Context: an optimization exercise on an open-source flow, tuned for small area. The choices shown serve that exercise and are no tape-out recipe. Only simulation tests tie the RTL to the original design; equivalence was not proved. Power is estimated from default activity; no workload was simulated.

==> flow/design.v <==
module ram_1r1w_sync
  #(parameter [31:0] width_p = 8
  ,parameter [31:0] depth_p = 512
  /*verilator lint_off UNUSEDPARAM*/
  ,parameter filename_p = "memory_init_file.bin")
  /*verilator lint_on UNUSEDPARAM*/
  (input [0:0] clk_i
  ,input [0:0] reset_i
  ,input [0:0] wr_valid_i
  ,input [width_p-1:0] wr_data_i
  ,input [$clog2(depth_p) - 1 : 0] wr_addr_i
  ,input [0:0] rd_valid_i
  ,input [$clog2(depth_p) - 1 : 0] rd_addr_i
  ,output [width_p-1:0] rd_data_o);
  logic [width_p-1:0] ram [depth_p-1:0];
  logic [width_p-1:0] rd_data_l;
  always_ff @(posedge clk_i) begin
    if (~reset_i && rd_valid_i)
      rd_data_l <= ram[rd_addr_i];
    if (~reset_i && wr_valid_i) 
      ram[wr_addr_i] <= wr_data_i;
  end
  assign rd_data_o = rd_data_l;
endmodule
module delaybuffer
  #(parameter [31:0] width_p = 16
   ,parameter [31:0] delay_p = 64
   )
  (input [0:0] clk_i
  ,input [0:0] reset_i
  ,input [width_p-1:0] data_i
  ,input [0:0] ready_i
  ,input [0:0] valid_i
  ,output [0:0] ready_o 
  ,output [0:0] valid_o 
  ,output [width_p-1:0] data_o 
  );
  logic valid_l;
  assign ready_o = ready_i | ~valid_l;
  logic wr_en;
  assign wr_en = ready_o & valid_i;
  always_ff @(posedge clk_i) begin
    if (reset_i)
      valid_l <= 1'b0;
    else if (ready_o)
      valid_l <= valid_i;
  end
  assign valid_o = valid_l;
  logic [width_p-1:0] sr_r [0:delay_p];
  always_ff @(posedge clk_i) begin
    if (wr_en) begin
      sr_r[0] <= data_i;
      for (int i = 1; i <= delay_p; i++)
        sr_r[i] <= sr_r[i-1];
    end
  end
  assign data_o = sr_r[delay_p];
endmodule
export LEC_CHECK = 0
export CAP_MARGIN = 20
export CORE_MARGIN = 2
export CORE_UTILIZATION = 70
export CTS_BUF_LIST = sky130_fd_sc_hd__clkbuf_16
export CTS_CLUSTER_DIAMETER = 80
export CTS_CLUSTER_SIZE = 40
export SLEW_MARGIN = 20
create_clock -name core_clock -period 5.0 [get_ports {clk_i}]
run.sh (not shown) runs the stock make flow with config.mk's settings and CLKGATE_MAP_FILE= SYNTH_SCRIPT=/design/flow/synth_recipe.tcl, a recipe that flattens the netlist after the stock synthesis.
The starting point went through all stages and came out clean.
Change:
Settings changed: CTS_BUF_LIST sky130_fd_sc_hd__clkbuf_16 to sky130_fd_sc_hd__clkbuf_8, CTS_CLUSTER_SIZE 40 to 20.
Outcome: Setup slack hardly moves. Total power drops by 3.7%. Design area fell by 0.85%. First-iteration DRC count rises by 6.5%. Critical path depth is unchanged. Sequential power barely changes. Area after synthesis is unchanged. Routed wire length went up by 1.7%. Combinational power hardly moves. Maximum frequency hardly moves.
Change:
Settings changed: CORE_UTILIZATION 70 to 85, CTS_CLUSTER_DIAMETER 80 to 50, CTS_CLUSTER_SIZE 20 to 22, PLACE_DENSITY from default to 0.9.
=>
- The new run never finished: it broke off in detailed placement
- synthesized area stays the same
- synthesized cell count is unchanged
Change:
Settings changed: CAP_MARGIN 20 to 0, CORE_UTILIZATION 85 to 70, CTS_CLUSTER_DIAMETER 50 to 60, CTS_CLUSTER_SIZE 22 to 20, PLACE_DENSITY 0.9 to default, SLEW_MARGIN 20 to 0.
After rerunning:
- With this change the flow passed the timing, DRC and antenna checks
- synthesized cell count does not change
- synthesized area does not change

RTL: the design.v shown in full above, as it stands there.
clock: 5.0 ns
lec_check: 0
cap_margin: 20
core_margin: 2
core_utilization: 70
cts_buf_list: sky130_fd_sc_hd__clkbuf_8
cts_cluster_diameter: 60
cts_cluster_size: 20
slew_margin: 20
The first run completed with no timing, DRC or antenna violations.
Edit:
CORE_UTILIZATION = 78   (was 70)
After rerunning:
- With this change the flow ended with an error in 3_5_place_dp, error DPL-0033
- area after synthesis stays the same
- synthesized cell count does not change
Edit:
CORE_UTILIZATION = 60   (was 78)
CTS_CLUSTER_DIAMETER = 80   (was 60)
GPL_TIMING_DRIVEN = 0   (was not set)
Outcome:
- The new run completed with no timing, DRC or antenna violations
- synthesized area does not change
- synthesized cell count is unchanged

== job 1909 ==
Starts from the design.v that is shown in full above.
make LEC_CHECK=0 CAP_MARGIN=20 CORE_MARGIN=2 CORE_UTILIZATION=50 CTS_BUF_LIST=sky130_fd_sc_hd__clkbuf_8 CTS_CLUSTER_DIAMETER=80 CTS_CLUSTER_SIZE=20 SLEW_MARGIN=20 finish   # period 5.0 ns
The inputs of job 4194 differ from those of job 1909 as listed below.
Settings: swapping 80 for 40 in CTS_CLUSTER_DIAMETER; swapping 50 for 70 in CORE_UTILIZATION; swapping 20 for 22 in CTS_CLUSTER_SIZE.
## What came out
Job 4194 ran to completion and came out clean on the timing, DRC and antenna checks.
In job 4194 the net switching power of the design turned out about 25% higher than in job 1909.
Job 4194: global-route wire length before repair lower than job 1909
Per the comparison of job 4194 with job 1909, final cycle utilization of the critical path climbed 0.20 points, total routed wirelength lower, cell area after layout went up by about 2.4%.
What job 7454 does differently from job 4194 at the input level:
Settings: changing CORE_UTILIZATION from 70 to 65; changing CTS_CLUSTER_DIAMETER from 40 to 80; changing CTS_CLUSTER_SIZE from 22 to 20.
Findings:
Comparing job 4194 against job 7454, there is no change at all in number of antenna violations at the first check in global routing. Taking job 4194 as the reference, in job 7454 core utilization went down, post-route non-filler standard cell count now smaller, share of the final layout cell area in sequential cells +3.2 points.
Input-level comparison between job 3551 and job 7454:
Settings: swapping 65 for 75 in CORE_UTILIZATION; swapping 80 for 60 in CTS_CLUSTER_DIAMETER.
--- outcome ---
- Job 3551: proportion of layout cells with a drive suffix above 1 is 0.69 points higher than what job 7454 reported.
- In terms of design area, job 7454 and job 3551 differ only marginally.
- ~same multi-input gate share of the layout cell area in job 3551 and job 7454

RTL: the design.v shown in full above, as it stands there.
clock: 5.0 ns
lec_check: 0
cap_margin: 20
core_margin: 2
core_utilization: 60
cts_buf_list: sky130_fd_sc_hd__clkbuf_8
cts_cluster_diameter: 90
cts_cluster_size: 21
slew_margin: 20
Change:
CORE_UTILIZATION = 70   (was 60)
CTS_BUF_LIST = sky130_fd_sc_hd__clkbuf_4 sky130_fd_sc_hd__clkbuf_8   (was sky130_fd_sc_hd__clkbuf_8)
CTS_CLUSTER_DIAMETER = 60   (was 90)
CTS_CLUSTER_SIZE = 20   (was 21)
Core utilization went up by 11 points. Design area is about the same. First-iteration DRC count went down by roughly a tenth. Via count barely changes.
Change:
CTS_BUF_LIST = sky130_fd_sc_hd__clkbuf_16   (was sky130_fd_sc_hd__clkbuf_4 sky130_fd_sc_hd__clkbuf_8)
CTS_CLUSTER_DIAMETER = 120   (was 60)
CTS_CLUSTER_SIZE = 38   (was 20)
Maximum frequency hardly moves.
Routed wire length drops by a few percent.
First-iteration DRC count is higher by a few percent.
Change:
CTS_CLUSTER_DIAMETER = 50   (was 120)
CTS_CLUSTER_SIZE = 30   (was 38)
After rerunning: Setup slack barely changes. Cell count increases by 3.4%. Synthesized cell count does not change. Sequential share of layout area went down by 3.3 points. Clock-buffer cell count grows by 26. Die area is unchanged. Non-clock buffer count is unchanged.
Change:
CTS_BUF_LIST = sky130_fd_sc_hd__clkbuf_8   (was sky130_fd_sc_hd__clkbuf_16)
CTS_CLUSTER_DIAMETER = 80   (was 50)
CTS_CLUSTER_SIZE = 18   (was 30)
Effect: Die area does not change. Non-clock buffer count is unchanged. Worst setup slack barely changes. Cell count falls by 1.3%. Clock-buffer cell count is higher by 16.
Change:
CTS_CLUSTER_DIAMETER = 45   (was 80)
CTS_CLUSTER_SIZE = 25   (was 18)
Result:
- synthesized cell count stays the same
- area after synthesis is unchanged
- via count is higher by 1.3%
- worst hold slack got worse by 0.0040 ns
- final cell count is higher by 2.6%
- worst setup slack stays flat
- die area does not change
- count of clock-buffer cells in the layout stays the same
- design area went up by 1.7%
- combinational power stays flat
